Context: an optimization exercise on an open-source flow, tuned for small area and a short achievable clock period. The choices shown serve that exercise and are no tape-out recipe.
Only simulation tests tie the RTL to the original design; equivalence was not proved.
Power figures rest on the tool's default switching activity, not on a simulated workload.

==> flow/design.v (outline; a module is shown in full before it is edited, if it fits) <==
// module multiplier: 2367 lines
// module mul_fa: 4 lines
// module mul_ha: 4 lines
// module mul_gn: 3 lines
// module mul_gp: 3 lines
// module mul_gpn: 4 lines
// module mul_gpp: 4 lines
// module mul_inv: 3 lines
// module mul_nand: 3 lines
// module mul_nor: 3 lines
// module mul_pg0: 4 lines
// module mul_xnor: 3 lines
// module mul_xor: 3 lines
module multiplier #(parameter N = 32) (
    input logic CLK, EN_mult, EN_blockRead, rst_n,
    input logic [15:0] mult_input0,
    input logic [15:0] mult_input1,
    input logic [N - 1:0] readMem_val,
    output logic RDY_mult, EN_readMem, EN_writeMem, VALID_memVal,
    output logic [N - 1:0] writeMem_val, memVal_data,
    output logic [5:0] writeMem_addr, readMem_addr
    );
  // ...
==> flow/run.sh <==
#!/bin/bash
# synth_recipe.tcl (not shown) runs the flow's synth.tcl, then flattens the netlist and writes it again
# the make line also repeats each setting of config.mk as NAME=value (left out here)
make -C /OpenROAD-flow-scripts/flow DESIGN_CONFIG=/design/flow/config.mk WORK_HOME=/design/flow/orfs CLKGATE_MAP_FILE= SYNTH_SCRIPT=/design/flow/synth_recipe.tcl finish
==> flow/config.mk <==
export PLATFORM = sky130hd
export DESIGN_NAME = multiplier
export DESIGN_NICKNAME = multiplier
export VERILOG_FILES = /design/flow/design.v
export SDC_FILE = /design/flow/constraint.sdc
export NUM_CORES = 4
export LEC_CHECK = 0
export CAP_MARGIN = 20
export CORE_MARGIN = 2
export CORE_UTILIZATION = 65
export PLACE_DENSITY = 0.75
export SETUP_SLACK_MARGIN = 1.85
export SLEW_MARGIN = 20
export SYNTH_HIERARCHICAL = 1
export SYNTH_MINIMUM_KEEP_SIZE = 0
==> flow/constraint.sdc <==
create_clock -name core_clock -period 3.6 [get_ports {CLK}]
set_input_delay 0.7200 -clock core_clock [delete_from_list [all_inputs] [get_ports {CLK}]]
set_output_delay 0.7200 -clock core_clock [all_outputs]
set_load 0.01 [all_outputs]
==> implementation parameters, run 1 <==
Parameter                              Value

Die
  Horizontal extent of the die    156 µm
  Tap Count    between 200 and 300
  Initial core utilization    66.1%
  Die Span Y    156 µm

STA
  Number of max-slew violations in the final report    0
  Final setup margin    1.85 ns
  Setup repair after global routing missed its margin    yes
  Max frequency    0.571 GHz

Drt
  Amount of wire on met3 after detailed routing    1.96 mm
  DRC Markers    0
  Detailed-routed wire length on met2    15.7 mm
  Routed metal-1 wirelength    14.6 mm
  Number of nets still failing antenna checks after routing    0
  Detailed Routing Iterations Pass 1    6

Synth
  Post-synthesis cell count    1260

Global route
  Initial antenna violation count    0
  First-pass GRT wire length    51.5 mm
  Pin count of the biggest net entering global routing    18
  Busiest metal layer after global routing    met2
  Vias in the first global route    9356
  Total gr overflow    0

Place
  Number of buffers added on ports    83
  Dpl cells    ~1500
  Place WS    0.454 ns

Power and ir drop
  Clock Power    3.36 mW
  Switching part of the total    35.3%
  Leak Pwr    between 7 and 8 nW
  Ratio of total power to cell area    763 nW/µm²
  Power Sequential    5.29 mW

Setup path
  Most frequent cell on the critical path    fa_1
  Number of buffer and inverter instances along the worst setup path    1
  Start of the worst register-to-register path    s2_901
  CP max stage cell    fa_1

Hold path
  Classification of the worst-slack hold path    reg2reg
  Number of stages on the worst hold path    0

Clock network
  Clock network latency to the later pin of the worst-skew pair    0.55 ns
  Number of buffers created by CTS    31
  Post-CTS repair timing setup buffer count    14

Cells and area
  Proportion of cell area occupied by registers    between 30% and 40%
  Final cell area excluding filler cells    17200 µm²
  Non-clock inverter total of the final layout    29

Outcome
  Result of the run  no timing/DRC/antenna violations

Flow run
  Max Cap Viol    0
==> run 2: changes to the inputs <==
--- a/flow/config.mk
+++ b/flow/config.mk
@@ -8,7 +8,7 @@
 export CAP_MARGIN = 20
 export CORE_MARGIN = 2
 export CORE_UTILIZATION = 65
-export PLACE_DENSITY = 0.75
+export CTS_CLUSTER_SIZE = 32
 export SETUP_SLACK_MARGIN = 1.85
 export SLEW_MARGIN = 20
 export SYNTH_HIERARCHICAL = 1
==> run 2 against run 1 <==
Effect of this change: still clean on timing, DRC and antenna; utilization decreased by 0.39 points; synthesized cell count unchanged; clock power increased by 6%; routed wire length decreased by 2.2%; clock skew decreased by 0.0077 ns; via count decreased by 0.91%; design area decreased by 0.52%; global-route usage decreased by 0.39 points; maximum frequency increased by 0.55%; die area unchanged; combinational power decreased by 2%; worst setup slack improved by 0.0096 ns; highest routed layer unchanged.
==> implementation parameters, run 2 <==
Parameter                              Value

Die
  Horizontal extent of the die    156 µm (unchanged)
  Area of the die    24300 µm² (unchanged)
  Initial core utilization    66.1% (unchanged)
  Site row count    55 (unchanged)
  Area inside the core boundary    22600 µm² (unchanged)
  Die Span Y    156 µm (unchanged)
  Top-Level Pins    148 (unchanged)

Clock network
  H-tree levels    2 (was 1)
  Clock sink total    317 (unchanged)
  Clock network latency to the later pin of the worst-skew pair    0.50 ns (was 0.55 ns)
  Master cell of the clock root buffer    clkbuf_16 (unchanged)
  TritonCTS clock tree    done (unchanged)
  Hold buffer count at CTS    0 (unchanged)
  Number of buffers created by CTS    34 (was 31)
  Maximum buffer depth of the clock tree    3 (unchanged)
  Clock transition time at the flip-flop clock pins of the worst setup and hold paths    0.06 ns (about the same)

STA
  Slew at the pin with the worst max-slew slack    0.352 ns (was 0.353 ns)
  Post-route fraction of the period consumed by the critical path    48.4% (was 48.6%)
  Number of max-slew violations in the final report    0 (unchanged)
  Rel. slew slack    76.4% (was 76.5%)
  Final Hold Violating Endpoints    0 (unchanged)
  Final setup margin    1.86 ns (was 1.85 ns)
  Max frequency    0.574 GHz (was 0.571 GHz)
  Crit path time final    1.74 ns (was 1.75 ns)
  Setup repair after global routing missed its margin    no (was yes)
  Setup violations, final    0 (unchanged)
  Setup_tns    0 ns (unchanged)
  Final worst clock skew    0.0107 ns (was 0.0184 ns)

Drt
  Total wirelength of the detailed-routed design    32.3 mm (was 33.1 mm)
  Per-cell via count in the routed design    5.33 (was 5.35)
  Detailed Routing Iterations Pass 1    5 (was 6)
  Number of nets still failing antenna checks after routing    0 (unchanged)
  DRC Markers    0 (unchanged)
  Wirelength per Cell    20.2 µm (was 20.5 µm)
  Vias post-DR    8534 (was 8612)
  Iteration-0 DRC count of the detailed router    397 (was 455)

Cells and area
  Leading registers by flop count    ra: 6 flops, wa: 6 flops, pipe_en: 3 flops (unchanged)
  Commonest non-fill, non-tap cells in the layout    dfxtp_1, and2_1, fa_1, and2_4, fa_2 (unchanged)
  Layout cells sized above 1    35.0% (was 36.2%)
  Filler cell count in the final layout    1521 (was 1440)
  Number of nets at the end of the flow    1573 (was 1582)
  Number of inserted diodes    0 (unchanged)
  Leading cell type in the layout, fill and taps excluded    dfxtp_1 (unchanged)
  Synth-to-layout area growth    14.4% (was 15.0%)

Power and ir drop
  Relative contribution of the clock network to total power    26.9% (was 25.6%)
  Internal    8.63 mW (was 8.50 mW)
  Ratio of total power to cell area    772 nW/µm² (was 763 nW/µm²)
  Leak Pwr    7.22 nW (was 7.25 nW)
  Part of the total power dissipated in sequential elements    39.9% (was 40.2%)
  Fraction of power consumed by combinational cells    33.1% (was 34.1%)
  Worst-case vdd ir drop    358 µV (was 415 µV)
  Sw power    4.60 mW (was 4.63 mW)
  Switching part of the total    34.8% (was 35.3%)

Global route
  Initial antenna violation count    0 (unchanged)
  Total gr overflow    0 (unchanged)
  First-pass GRT wire length    50.6 mm (was 51.5 mm)
  Pin count of the biggest net entering global routing    18 (unchanged)
  GRT Overall Usage    27.8% (was 28.2%)
  Vias in the first global route    8990 (was 9356)

Place
  Place WS    0.520 ns (was 0.454 ns)
  DP Wirelength    22.9 mm (was 23.0 mm)
  Final weighted congestion in routability-driven placement    0.925 (was 0.917)
  Number of buffers added on ports    83 (unchanged)

Synth
  Yosys Warn Count    7 (unchanged)
  Cell area after synthesis    15000 µm² (unchanged)
  Syn_area_per_cell    11.9 µm² (unchanged)
  Mapped Nets    1540 (unchanged)
  Post-synthesis cell count    1260 (unchanged)

Setup path
  Count of cells along the worst register-to-register path    7 (was 9)
  Critical path capture point type    flip-flop (unchanged)
  Capturing point of the worst reg2reg path    s3_1299 (was s3_1297)
  Worst EP required    3.98 ns (was 4.02 ns)
  Maximum fanout along the worst path    8 (was 16)
  Setup slack on the worst flop-to-flop path    1.93 ns (was 1.91 ns)
  Data arrival time at the worst-slack endpoint    2.12 ns (was 2.17 ns)
  Crit Path Class    in2reg (unchanged)
  Critical path launch point    mult_input0[6] (was mult_input1[7])
  Start of the worst register-to-register path    s2_905 (was s2_901)
  Critical Path Source Type    input pin (unchanged)
  Capturing instance or port of the critical path    s0_555 (was s0_612)

Flow run
  Max Cap Viol    0 (unchanged)

Hold path
  Number of stages on the worst hold path    0 (unchanged)
  Classification of the worst-slack hold path    reg2reg (unchanged)

Outcome
  Result of the run  no timing/DRC/antenna violations (unchanged)
==> run 2: layout make-up <==
type / instances / area, µm² / area share (%)
multi-input combinational: 815 / 8450 / 49.4
sequential: 317 / 6380 / 37.3
clock buffer: 46 / 1010 / 5.90
timing repair buffer: 96 / 648 / 3.79
tap: 285 / 357 / 2.08
clock inverter: 14 / 164 / 0.957
inverter: 29 / 109 / 0.636
==> run 2: worst max-delay path, stage by stage <==
cell	delay, ns
buf_6	0.13
buf_6	0.13
and2_4	0.16
fa_2	0.58
fa_1	0.40
==> run 2: what timing repair did <==
item	in CTS	in global routing
buffers inserted	10	0
pin swaps	1	4
endpoints found under the setup margin	183	44
resized for setup	395	60
gates cloned	1	0
==> run 2: per-layer routing <==
layer / global-route usage [%] / vias to the layer above / share of wire [%]
met5: 0 / - / 0
met3: 5.72 / 41 / 6.9
met1: 40.3 / 4295 / 45
met4: 6.47 / 0 / 1.4
met2: 43.8 / 279 / 46
li1: - / 3919 / -
==> run 2: worst min-delay path by stage <==
stage,start,end,slack (ns)
finish,s1_823,s2_938,0.33
global route,s1_819,s2_934,0.33
CTS,s0_520,s1_755,0.32
detailed placement,s0_509,s1_750,0.31
global placement,s0_637,s1_824,0.31
floorplan,s0_507,s1_748,0.31
==> run 2: per-stage QoR <==
step / std cells / area, µm² / power [mW] / util [%] / hold WS [ns]
2_1_floorplan: 1260 / 15700 / 8.40 / - / 0.310
3_3_place_gp: 1531 / 16000 / 9.56 / 70.6 / 0.311
3_5_place_dp: 1531 / 16000 / 9.72 / 70.6 / 0.312
4_1_cts: 1602 / 17100 / 13.3 / 75.6 / 0.324
5_1_grt: 1602 / 17100 / 14.1 / 75.6 / 0.332
6_report: 1602 / 17100 / 13.2 / 75.6 / 0.325
==> run 2: power groups by stage <==
stage	clock network (mW)	registers, mW	logic, mW
2_1_floorplan	0	5.17	3.23
3_3_place_gp	0	5.31	4.25
3_5_place_dp	0	5.35	4.37
4_1_cts	3.61	5.29	4.39
5_1_grt	3.76	5.39	4.91
6_report	3.56	5.28	4.38
==> run 3: changes to the inputs <==
--- a/flow/config.mk
+++ b/flow/config.mk
@@ -8,7 +8,7 @@
 export CAP_MARGIN = 20
 export CORE_MARGIN = 2
 export CORE_UTILIZATION = 65
-export CTS_CLUSTER_SIZE = 32
+export GPL_TIMING_DRIVEN = 0
 export SETUP_SLACK_MARGIN = 1.85
 export SLEW_MARGIN = 20
 export SYNTH_HIERARCHICAL = 1
==> run 3 against run 2 <==
Effect of this change: power grew 6.5%; utilization grew 10 points; sequential power grew 0.9%; worst setup slack lost 0.089 ns; critical endpoint is now s0_547.
==> implementation parameters, run 3 <==
Parameter                              Value

Global route
  GRT Overall Usage    33.2% (was 27.8%)
  Initial antenna violation count    4 (was 0)
  Busiest metal layer after global routing    met2 (unchanged)
  Global routing usage on met3    6.06% (was 5.72%)
  Total gr overflow    0 (unchanged)
  Pin count of the biggest net entering global routing    16 (was 18)
  GR Layer Usage met1    40.9% (was 40.3%)
  Met2 routing resource usage after global routing    56.5% (was 43.8%)
  Vias in the first global route    10730 (was 8990)
  First-pass GRT wire length    59.9 mm (was 50.6 mm)

STA
  Final setup margin    1.77 ns (was 1.86 ns)
  Post-route fraction of the period consumed by the critical path    50.8% (was 48.4%)
  Rel. slew slack    68.3% (was 76.4%)
  Final worst clock skew    0.0245 ns (was 0.0107 ns)
  Number of max-slew violations in the final report    0 (unchanged)
  Setup violations, final    0 (unchanged)
  Crit path time final    1.83 ns (was 1.74 ns)
  Max frequency    0.547 GHz (was 0.574 GHz)
  Setup_tns    0 ns (unchanged)
  Slew at the pin with the worst max-slew slack    0.475 ns (was 0.352 ns)
  Final Hold Violating Endpoints    0 (unchanged)
  Setup repair after global routing missed its margin    yes (was no)

Cells and area
  Filler cell count in the final layout    1045 (was 1521)
  Number of nets at the end of the flow    1757 (was 1573)
  Final cell count without fillers    1786 (was 1602)
  Final cell area excluding filler cells    19400 µm² (was 17100 µm²)
  Synth-to-layout area growth    29.9% (was 14.4%)
  Commonest non-fill, non-tap cells in the layout    dfxtp_1, and2_1, fa_1, and2_4, buf_6 (was dfxtp_1, and2_1, fa_1, and2_4, fa_2)
  Layout cells sized above 1    45.6% (was 35.0%)
  Fin util    85.9% (was 75.6%)
  Leading cell type in the layout, fill and taps excluded    dfxtp_1 (unchanged)
  Number of inserted diodes    0 (unchanged)
  Leading registers by flop count    ra: 6 flops, wa: 6 flops, pipe_en: 3 flops (unchanged)

Drt
  Detailed Routing Iterations Pass 1    5 (unchanged)
  Wirelength per Cell    23.5 µm (was 20.2 µm)
  Total wirelength of the detailed-routed design    42.0 mm (was 32.3 mm)
  Iteration-0 DRC count of the detailed router    863 (was 397)
  Vias post-DR    10097 (was 8534)
  DRC Markers    0 (unchanged)
  Number of nets still failing antenna checks after routing    0 (unchanged)
  Per-cell via count in the routed design    5.65 (was 5.33)

Setup path
  Critical path capture point type    flip-flop (unchanged)
  Max stage delay on crit path    0.65 ns (was 0.58 ns)
  Critical-path cell list    buf_12, buf_4, and2_1, fa_2, fa_1 (was buf_6, buf_6, and2_4, fa_2, fa_1)
  Crit Path Class    in2reg (unchanged)
  Setup slack on the worst flop-to-flop path    1.89 ns (was 1.93 ns)
  Maximum fanout along the worst path    4 (was 8)
  Data arrival time at the worst-slack endpoint    2.28 ns (was 2.12 ns)
  CP max stage cell    fa_2 (unchanged)
  Critical Path Source Type    input pin (unchanged)
  Worst EP required    4.05 ns (was 3.98 ns)

Place
  DP Wirelength    25.1 mm (was 22.9 mm)
  Place WS    0.522 ns (was 0.520 ns)
  Final weighted congestion in routability-driven placement    0.897 (was 0.925)
  Post-DP Area    17200 µm² (was 16000 µm²)
  Number of buffers added on ports    115 (was 83)
  Dpl cells    1660 (was 1531)

Clock network
  Number of buffers created by CTS    31 (was 34)
  Clock network latency to the later pin of the worst-skew pair    0.57 ns (was 0.50 ns)
  Clock sink total    317 (unchanged)
  Master cell of the clock root buffer    clkbuf_16 (unchanged)
  Hold buffer count at CTS    0 (unchanged)
  TritonCTS clock tree    done (unchanged)
  Clock transition time at the flip-flop clock pins of the worst setup and hold paths    0.08 ns (was 0.06 ns)
  Maximum buffer depth of the clock tree    3 (unchanged)
  H-tree levels    1 (was 2)

Hold path
  Classification of the worst-slack hold path    reg2reg (unchanged)

Synth
  Cell area after synthesis    15000 µm² (unchanged)
  Post-synthesis cell count    1260 (unchanged)
  Mapped Nets    1540 (unchanged)
  Yosys Warn Count    7 (unchanged)
  Syn_area_per_cell    11.9 µm² (unchanged)

Die
  Site row count    55 (unchanged)
  Initial core utilization    66.1% (unchanged)
  Area inside the core boundary    22600 µm² (unchanged)
  Die Span Y    156 µm (unchanged)
  Horizontal extent of the die    156 µm (unchanged)
  Top-Level Pins    148 (unchanged)
  Area of the die    24300 µm² (unchanged)

Flow run
  Max Cap Viol    0 (unchanged)

Power and ir drop
  Leak Pwr    8.43 nW (was 7.22 nW)
  Ratio of total power to cell area    725 nW/µm² (was 772 nW/µm²)
  Worst-case vdd ir drop    474 µV (was 358 µV)

Outcome
  Result of the run  no timing/DRC/antenna violations (unchanged)
## run 3: what timing repair did
action,in CTS,in global routing
gates cloned,20,4
pin swaps,23,40
resized for setup,651,124
buffers inserted,29,16
endpoints found under the setup margin,205,79
hold endpoints to repair,0,0
## run 3: layer usage
layer | up-vias | share of wire [%]
met4 | 8 | 6.3
li1 | 4285 | -
met2 | 665 | 49
met1 | 4926 | 37
met3 | 213 | 8.2
met5 | - | 0.093
## run 3: worst max-delay path, delay by kind of cell
kind,cells,cell delay [ns]
fa+ha+maj,2,1.09
buf+inv,2,0.26
simple gates,1,0.20
## run 3: area by class of cell
| cell class | count | area (µm²) | area share, % |
|---|---|---|---|
| sequential | 317 | 6410 | 33.0 |
| clock inverter | 19 | 219 | 1.13 |
| inverter | 29 | 109 | 0.560 |
| multi-input combinational | 815 | 8480 | 43.6 |
| tap | 285 | 357 | 1.83 |
| timing repair buffer | 184 | 1790 | 9.22 |
| buffer | 99 | 1220 | 6.29 |
| clock buffer | 38 | 842 | 4.33 |
## run 3: power breakdown
| part | total (mW) | switching (mW) | internal (mW) |
|---|---|---|---|
| clock | 3.34 | 1.38 | 1.96 |
| sequential | 5.33 | 0.668 | 4.66 |
| combinational | 5.42 | 2.91 | 2.51 |
## run 3: stage by stage
step / power [mW] / hold slack [ns]
3_3_place_gp: 9.87 / 0.311
3_5_place_dp: 10.1 / 0.312
4_1_cts: 13.7 / 0.326
2_1_floorplan: 8.40 / 0.310
5_1_grt: 14.8 / 0.330
6_report: 14.1 / 0.324
## run 3: final timing paths
check                           endpoint  depth (start not counted)             from
worst min-delay path              s2_930                          0           s1_816
worst max register to register   s3_1296                          9           s2_896
worst min register to register    s2_930                          0           s1_816
worst max-delay path              s0_547                          5  mult_input1[12]
==> run 4: changes to the inputs <==
==> flow/flow/run.sh (new file) <==
#!/bin/bash
# The standard layout, with OpenROAD's power recovery after global routing
# (downsizes gates on paths that have slack to spare).
bash standard.sh RECOVER_POWER=40 finish > standard.log 2>&1
==> flow/standard.sh (new file) <==
#!/bin/bash
# synth_recipe.tcl (not shown) runs the flow's synth.tcl, then flattens the netlist and writes it again
# the make line also repeats each setting of config.mk as NAME=value (left out here)
make -C /OpenROAD-flow-scripts/flow DESIGN_CONFIG=/design/flow/config.mk WORK_HOME=/design/flow/orfs CLKGATE_MAP_FILE= SYNTH_SCRIPT=/design/flow/synth_recipe.tcl "${@:-finish}"
--- a/flow/config.mk
+++ b/flow/config.mk
@@ -8,7 +8,6 @@
 export CAP_MARGIN = 20
 export CORE_MARGIN = 2
 export CORE_UTILIZATION = 65
-export GPL_TIMING_DRIVEN = 0
 export SETUP_SLACK_MARGIN = 1.85
 export SLEW_MARGIN = 20
 export SYNTH_HIERARCHICAL = 1
removed: flow/run.sh
==> run 4 against run 3 <==
Effect of this change: sequential share of layout area up 4.4 points; sequential power down 0.9%; maximum frequency down 20%; count of clock-buffer cells in the layout up 8; non-clock buffer count down 187; hold slack better by 0.0013 ns; design area down 12%; critical endpoint is now s0_532.
==> implementation parameters, run 4 <==
Parameter                              Value

Flow run
  Max Cap Viol    0 (unchanged)

Power and ir drop
  Fraction of power consumed by combinational cells    33.1% (was 38.4%)
  Part of the total power dissipated in sequential elements    39.9% (was 37.8%)
  Worst-case vdd ir drop    358 µV (was 474 µV)
  Internal    8.63 mW (was 9.13 mW)
  Leak Pwr    7.17 nW (was 8.43 nW)
  Ratio of total power to cell area    775 nW/µm² (was 725 nW/µm²)
  Relative contribution of the clock network to total power    26.9% (was 23.7%)
  Switching part of the total    34.8% (was 35.2%)
  Sw power    4.60 mW (was 4.96 mW)

Global route
  Total gr overflow    0 (unchanged)
  GRT Overall Usage    27.8% (was 33.2%)
  First-pass GRT wire length    50.6 mm (was 59.9 mm)
  Vias in the first global route    8990 (was 10730)
  Pin count of the biggest net entering global routing    18 (was 16)
  Initial antenna violation count    0 (was 4)

STA
  Crit path time final    2.27 ns (was 1.83 ns)
  Setup repair after global routing missed its margin    no (was yes)
  Max frequency    0.440 GHz (was 0.547 GHz)
  Number of max-slew violations in the final report    0 (unchanged)
  Final worst clock skew    0.0110 ns (was 0.0245 ns)
  Setup_tns    0 ns (unchanged)
  Post-route fraction of the period consumed by the critical path    63.2% (was 50.8%)
  Slew at the pin with the worst max-slew slack    0.941 ns (was 0.475 ns)
  Rel. slew slack    37.2% (was 68.3%)
  Final Hold Violating Endpoints    0 (unchanged)
  Setup violations, final    0 (unchanged)

Die
  Die Span Y    156 µm (unchanged)
  Site row count    55 (unchanged)
  Initial core utilization    66.1% (unchanged)
  Top-Level Pins    148 (unchanged)
  Horizontal extent of the die    156 µm (unchanged)
  Area inside the core boundary    22600 µm² (unchanged)
  Area of the die    24300 µm² (unchanged)

Clock network
  Master cell of the clock root buffer    clkbuf_16 (unchanged)
  TritonCTS clock tree    done (unchanged)
  H-tree levels    2 (was 1)
  Clock transition time at the flip-flop clock pins of the worst setup and hold paths    0.06 ns (was 0.08 ns)
  Hold buffer count at CTS    0 (unchanged)
  Clock network latency to the later pin of the worst-skew pair    0.50 ns (was 0.57 ns)
  Maximum buffer depth of the clock tree    3 (unchanged)
  Clock sink total    317 (unchanged)
  Number of buffers created by CTS    34 (was 31)

Place
  DP Wirelength    22.9 mm (was 25.1 mm)
  Number of buffers added on ports    83 (was 115)
  Final weighted congestion in routability-driven placement    0.925 (was 0.897)

Drt
  Number of nets still failing antenna checks after routing    0 (unchanged)
  Total wirelength of the detailed-routed design    32.3 mm (was 42.0 mm)
  DRC Markers    0 (unchanged)
  Vias post-DR    8538 (was 10097)
  Detailed Routing Iterations Pass 1    5 (unchanged)
  Iteration-0 DRC count of the detailed router    431 (was 863)
  Wirelength per Cell    20.2 µm (was 23.5 µm)
  Per-cell via count in the routed design    5.33 (was 5.65)

Cells and area
  Filler cell count in the final layout    1529 (was 1045)
  Number of inserted diodes    0 (unchanged)
  Leading registers by flop count    ra: 6 flops, wa: 6 flops, pipe_en: 3 flops (unchanged)
  Synth-to-layout area growth    14.1% (was 29.9%)
  Fin util    75.4% (was 85.9%)
  Number of nets at the end of the flow    1573 (was 1757)
  Area occupied by registers    6380 µm² (was 6410 µm²)
  Commonest non-fill, non-tap cells in the layout    dfxtp_1, and2_1, fa_1, and2_4, fa_2 (was dfxtp_1, and2_1, fa_1, and2_4, buf_6)
  Combined area of the multi-input logic cells    8430 µm² (was 8480 µm²)
  Layout cells sized above 1    34.1% (was 45.6%)
  Leading cell type in the layout, fill and taps excluded    dfxtp_1 (unchanged)

Setup path
  Data arrival time at the worst-slack endpoint    2.64 ns (was 2.28 ns)
  Worst EP required    3.96 ns (was 4.05 ns)
  Crit Path Class    in2reg (unchanged)
  Critical Path Source Type    input pin (unchanged)
  Maximum fanout along the worst path    16 (was 4)
  CP max stage cell    clkbuf_1 (was fa_2)
  Critical-path cell list    clkbuf_1, and2_4, fa_2, fa_1 (was buf_12, buf_4, and2_1, fa_2, fa_1)
  Critical path capture point type    flip-flop (unchanged)
  Max stage delay on crit path    0.68 ns (was 0.65 ns)

Synth
  Post-synthesis cell count    1260 (unchanged)
  Mapped Nets    1540 (unchanged)
  Cell area after synthesis    15000 µm² (unchanged)
  Yosys Warn Count    7 (unchanged)
  Syn_area_per_cell    11.9 µm² (unchanged)

Outcome
  Result of the run  no timing/DRC/antenna violations (unchanged)

Hold path
  Classification of the worst-slack hold path    reg2reg (unchanged)
## run 4: stage by stage
stage | power [mW] | area, µm² | worst slack [ns] | hold slack [ns] | cells
2_1_floorplan | 8.40 | 15700 | 1.52 | 0.310 | 1260
4_1_cts | 13.3 | 17100 | 1.78 | 0.324 | 1602
6_report | 13.2 | 17100 | 1.33 | 0.325 | 1602
5_1_grt | 14.1 | 17100 | 1.31 | 0.332 | 1602
3_3_place_gp | 9.56 | 16000 | 0.556 | 0.311 | 1531
3_5_place_dp | 9.72 | 16000 | 0.520 | 0.312 | 1531
## run 4: final cells by class
class                           instances  area share, %
Clock buffer                           46           5.91
Sequential cell                       317           37.4
Tap cell                              285           2.09
Multi-Input combinational cell        815           49.4
Timing Repair Buffer                   96           3.66
Inverter                               29          0.638
Clock inverter                         14          0.960
## run 4: power groups by stage
stage | clock [mW] | combinational (mW) | sequential [mW]
2_1_floorplan | 0 | 3.23 | 5.17
3_3_place_gp | 0 | 4.25 | 5.31
3_5_place_dp | 0 | 4.37 | 5.35
4_1_cts | 3.61 | 4.39 | 5.29
5_1_grt | 3.76 | 4.90 | 5.39
6_report | 3.56 | 4.38 | 5.28
## run 4: path summary, 6_finish.rpt
path | start | to | slack, ns | cells past startpoint
worst max-delay path | mult_input1[6] | s0_532 | 1.33 | 4
worst min-delay path | s1_823 | s2_938 | 0.33 | 0
worst max register to register | s2_887 | s3_1294 | 1.55 | 9
worst min register to register | s1_823 | s2_938 | 0.33 | 0
## run 4: routing by layer
| layer | global-route usage, % | routed length, µm | share of wire, % | vias to the layer above |
|---|---|---|---|---|
| met2 | 43.8 | 15000 | 46 | 273 |
| met3 | 5.72 | 2180 | 6.7 | 37 |
| met1 | 40.3 | 14700 | 46 | 4305 |
| met4 | 6.47 | 410 | 1.3 | 0 |
| met5 | 0 | 0 | 0 | - |
| li1 | - | - | - | 3923 |
## run 4: critical path, delay by kind of cell
kind / cells / cell delay [ns]
and+or+nand+nor: 1 / 0.30
adders and majority gates: 2 / 0.93
buffers and inverters: 1 / 0.68
## run 4: what timing repair did
item / in CTS / in global routing
pin swaps: 1 / 4
setup endpoints to repair: 183 / 44
gates cloned: 1 / 0
gates resized for setup: 395 / 60
setup buffers: 10 / 0
==> run 5: changes to the inputs <==
==> flow/flow/run.sh (replaced) <==
#!/bin/bash
# The standard layout, with OpenROAD's power recovery after global routing
# (downsizes gates on paths that have slack to spare).
bash standard.sh RECOVER_POWER=100 finish > standard.log 2>&1
==> run 5 against run 4 <==
Effect of this change: still clean on timing, DRC and antenna; clock power hardly changed; via count decreased by 0.32%; maximum frequency shrank 5.5%; global-route usage did not move.
==> implementation parameters, run 5 <==
Parameter                              Value

Cells and area
  Leading registers by flop count    ra: 6 flops, wa: 6 flops, pipe_en: 3 flops (unchanged)
  Layout cells sized above 1    25.4% (was 34.1%)
  Commonest non-fill, non-tap cells in the layout    dfxtp_1, fa_1, and2_1, nand2_1, nor2_1 (was dfxtp_1, and2_1, fa_1, and2_4, fa_2)
  Number of inserted diodes    0 (unchanged)
  Final cell area excluding filler cells    16800 µm² (was 17100 µm²)
  Number of nets at the end of the flow    1573 (unchanged)
  Synth-to-layout area growth    12.3% (was 14.1%)
  Leading cell type in the layout, fill and taps excluded    dfxtp_1 (unchanged)

Global route
  Vias in the first global route    8990 (unchanged)
  Total gr overflow    0 (unchanged)
  First-pass GRT wire length    50.6 mm (unchanged)
  GRT Overall Usage    27.8% (unchanged)
  Initial antenna violation count    0 (unchanged)
  Pin count of the biggest net entering global routing    18 (unchanged)

Power and ir drop
  Fraction of power consumed by combinational cells    32.2% (was 33.1%)
  Relative contribution of the clock network to total power    27.3% (was 26.9%)
  Overall power    13.1 mW (was 13.2 mW)
  Leak Pwr    6.96 nW (was 7.17 nW)
  Internal    8.52 mW (was 8.63 mW)
  Worst-case vdd ir drop    358 µV (about the same)
  Part of the total power dissipated in sequential elements    40.5% (was 39.9%)
  Ratio of total power to cell area    777 nW/µm² (was 775 nW/µm²)
  Sw power    4.54 mW (was 4.60 mW)
  Switching part of the total    34.8% (about the same)

Place
  Number of buffers added on ports    83 (unchanged)
  Post-DP Area    16000 µm² (unchanged)
  DP Wirelength    22.9 mm (unchanged)
  Final weighted congestion in routability-driven placement    0.925 (unchanged)
  Place WS    0.520 ns (unchanged)

Hold path
  Hold path startpoint    s1_823 (unchanged)
  Classification of the worst-slack hold path    reg2reg (unchanged)
  Number of stages on the worst hold path    0 (unchanged)
  Sink of the worst hold path    s2_938 (unchanged)

Clock network
  Clock network latency to the later pin of the worst-skew pair    0.50 ns (about the same)
  Clock transition time at the flip-flop clock pins of the worst setup and hold paths    0.06 ns (about the same)
  Clock sink total    317 (unchanged)
  Hold buffer count at CTS    0 (unchanged)
  H-tree levels    2 (unchanged)
  Number of buffers created by CTS    34 (unchanged)
  TritonCTS clock tree    done (unchanged)
  Maximum buffer depth of the clock tree    3 (unchanged)
  Master cell of the clock root buffer    clkbuf_16 (unchanged)

Setup path
  Data arrival time at the worst-slack endpoint    2.83 ns (was 2.64 ns)
  Critical Path Source Type    flip-flop (was input pin)
  Maximum fanout along the worst path    6 (was 16)
  Critical path launch point    s2_887 (was mult_input1[6])
  Critical path capture point type    flip-flop (unchanged)
  Worst EP required    4.02 ns (was 3.96 ns)
  Crit Path Class    reg2reg (was in2reg)
  Setup slack on the worst flop-to-flop path    1.19 ns (was 1.55 ns)
  Start of the worst register-to-register path    s2_887 (unchanged)
  Count of cells along the worst register-to-register path    9 (unchanged)
  Capturing point of the worst reg2reg path    s3_1294 (unchanged)

STA
  Final Hold Violating Endpoints    0 (unchanged)
  Final worst clock skew    0.0106 ns (was 0.0110 ns)
  Post-route fraction of the period consumed by the critical path    66.9% (was 63.2%)
  Number of max-slew violations in the final report    0 (unchanged)
  Rel. slew slack    40.2% (was 37.2%)
  Max frequency    0.415 GHz (was 0.440 GHz)
  Slew at the pin with the worst max-slew slack    0.897 ns (was 0.941 ns)
  Setup repair after global routing missed its margin    no (unchanged)
  Setup_tns    0 ns (unchanged)
  Crit path time final    2.41 ns (was 2.27 ns)
  Setup violations, final    0 (unchanged)
  Final setup margin    1.19 ns (was 1.33 ns)
  Worst hold margin    0.325 ns (unchanged)

Die
  Area of the die    24300 µm² (unchanged)
  Top-Level Pins    148 (unchanged)
  Area inside the core boundary    22600 µm² (unchanged)
  Die Span Y    156 µm (unchanged)
  Horizontal extent of the die    156 µm (unchanged)
  Site row count    55 (unchanged)
  Initial core utilization    66.1% (unchanged)

Synth
  Post-synthesis cell count    1260 (unchanged)
  Yosys Warn Count    7 (unchanged)
  Syn_area_per_cell    11.9 µm² (unchanged)
  Mapped Nets    1540 (unchanged)
  Cell area after synthesis    15000 µm² (unchanged)

Drt
  Vias post-DR    8511 (was 8538)
  DRC Markers    0 (unchanged)
  Detailed Routing Iterations Pass 1    6 (was 5)
  Number of nets still failing antenna checks after routing    0 (unchanged)
  Iteration-0 DRC count of the detailed router    440 (was 431)
  Wirelength per Cell    20.3 µm (was 20.2 µm)
  Total wirelength of the detailed-routed design    32.5 mm (was 32.3 mm)
  Per-cell via count in the routed design    5.31 (was 5.33)

Flow run
  Max Cap Viol    0 (unchanged)

Outcome
  Result of the run  no timing/DRC/antenna violations (unchanged)
## run 5: changes by cell type in the layout (fill, tap and decap cells not counted), moves of 6 or more
| cell | previous run | this run |
|---|---|---|
| and2_0 | 24 | 66 |
| and2_1 | 142 | 126 |
| and2_4 | 93 | 67 |
| buf_2 | 46 | 3 |
| clkbuf_1 | 10 | 56 |
| fa_1 | 118 | 141 |
| fa_2 | 83 | 60 |
| o21ai_0 | 3 | 16 |
| o21ai_1 | 12 | 6 |
## run 5: worst max path at each step
stage,slack (ns),cells after the start,to
6_report,1.19,9,s3_1294
5_1_grt,0.95,9,s3_1294
4_1_cts,1.78,9,s3_1297
3_5_place_dp,0.52,4,s0_516
3_3_place_gp,0.56,4,s0_532
2_1_floorplan,1.52,4,s0_548
## run 5: metal layers
metal	up-vias	routed length, µm	global-route usage, %
met5	-	0	0
met3	43	2190	5.72
met2	257	15100	43.8
met4	0	493	6.47
met1	4292	14700	40.3
li1	3919	-	-
## run 5: cell type report
type | count | area, µm²
multi-input combinational | 815 | 8230
sequential | 317 | 6370
fill | 1609 | 5840
clock buffer | 46 | 1010
timing repair buffer | 96 | 562
tap | 285 | 357
clock inverter | 14 | 164
inverter | 29 | 109
## run 5: critical path: stages, from the launching register on
cell and delay, ns:
dfxtp_1 0.36, nand2_1 0.20, nor2_1 0.27, inv_1 0.14, nor2_1 0.24, inv_1 0.10
o21ai_0 0.46, inv_1 0.07, o21ai_0 0.32, xor2_1 0.17
## run 5: metrics by stage
step	std cells	util, %
2_1_floorplan	1260	-
3_3_place_gp	1531	70.6
3_5_place_dp	1531	70.6
4_1_cts	1602	75.6
5_1_grt	1602	74.2
6_report	1602	74.2
## run 5: timing repair
action	4_1_cts	5_1_grt
buffers inserted	10	0
cloned	1	0
pin swaps	1	4
setup endpoints to repair	183	44
resized for setup	395	60
## run 5: power groups by stage
stage | registers [mW] | clock network [mW] | logic, mW
floorplan | 5.17 | 0 | 3.23
global placement | 5.31 | 0 | 4.25
detailed placement | 5.35 | 0 | 4.37
CTS | 5.29 | 3.61 | 4.39
global route | 5.40 | 3.76 | 4.73
finish | 5.28 | 3.57 | 4.21

-- what the ideal ports hide --
The results above use ideal ports. As a check the final layouts listed here were re-extracted and re-timed, cells and wires unchanged.
Step 1: set_driving_cell puts a clkbuf_16 on CLK and a buf_2 on each other input, an assumption about the parent block.
Step 2 times the ports against the registers' clock, not the clock port: input delays grow and output delays shrink by t, the midpoint of the rising clock arrivals with the driver on.
Three values: no drivers, after step 1, after step 2; two values: the first two.
| run | t (ns) | slack for setup (ns) | slew at the worst register clock pin (ns) | worst data-port slew with drivers (ns) |
|---|---|---|---|---|
| run 1 | 0.593 | 1.849 / 1.816 / 1.283 | 0.07 / 0.07 | 0.07 |
| run 2 | 0.544 | 1.859 / 1.830 / 1.334 | 0.06 / 0.06 | 0.07 |
| run 3 | 0.609 | 1.770 / 1.733 / 1.167 | 0.08 / 0.08 | 0.07 |
| run 4 | 0.544 | 1.325 / 1.338 / 0.793 | 0.06 / 0.06 | 0.07 |
| run 5 | 0.544 | 1.192 / 1.192 / 0.843 | 0.06 / 0.06 | 0.07 |
After both steps every run listed still meets setup and hold. The setup slack of run 3, which loses most, moves by -0.037 ns with the drivers and by -0.603 ns with both steps.
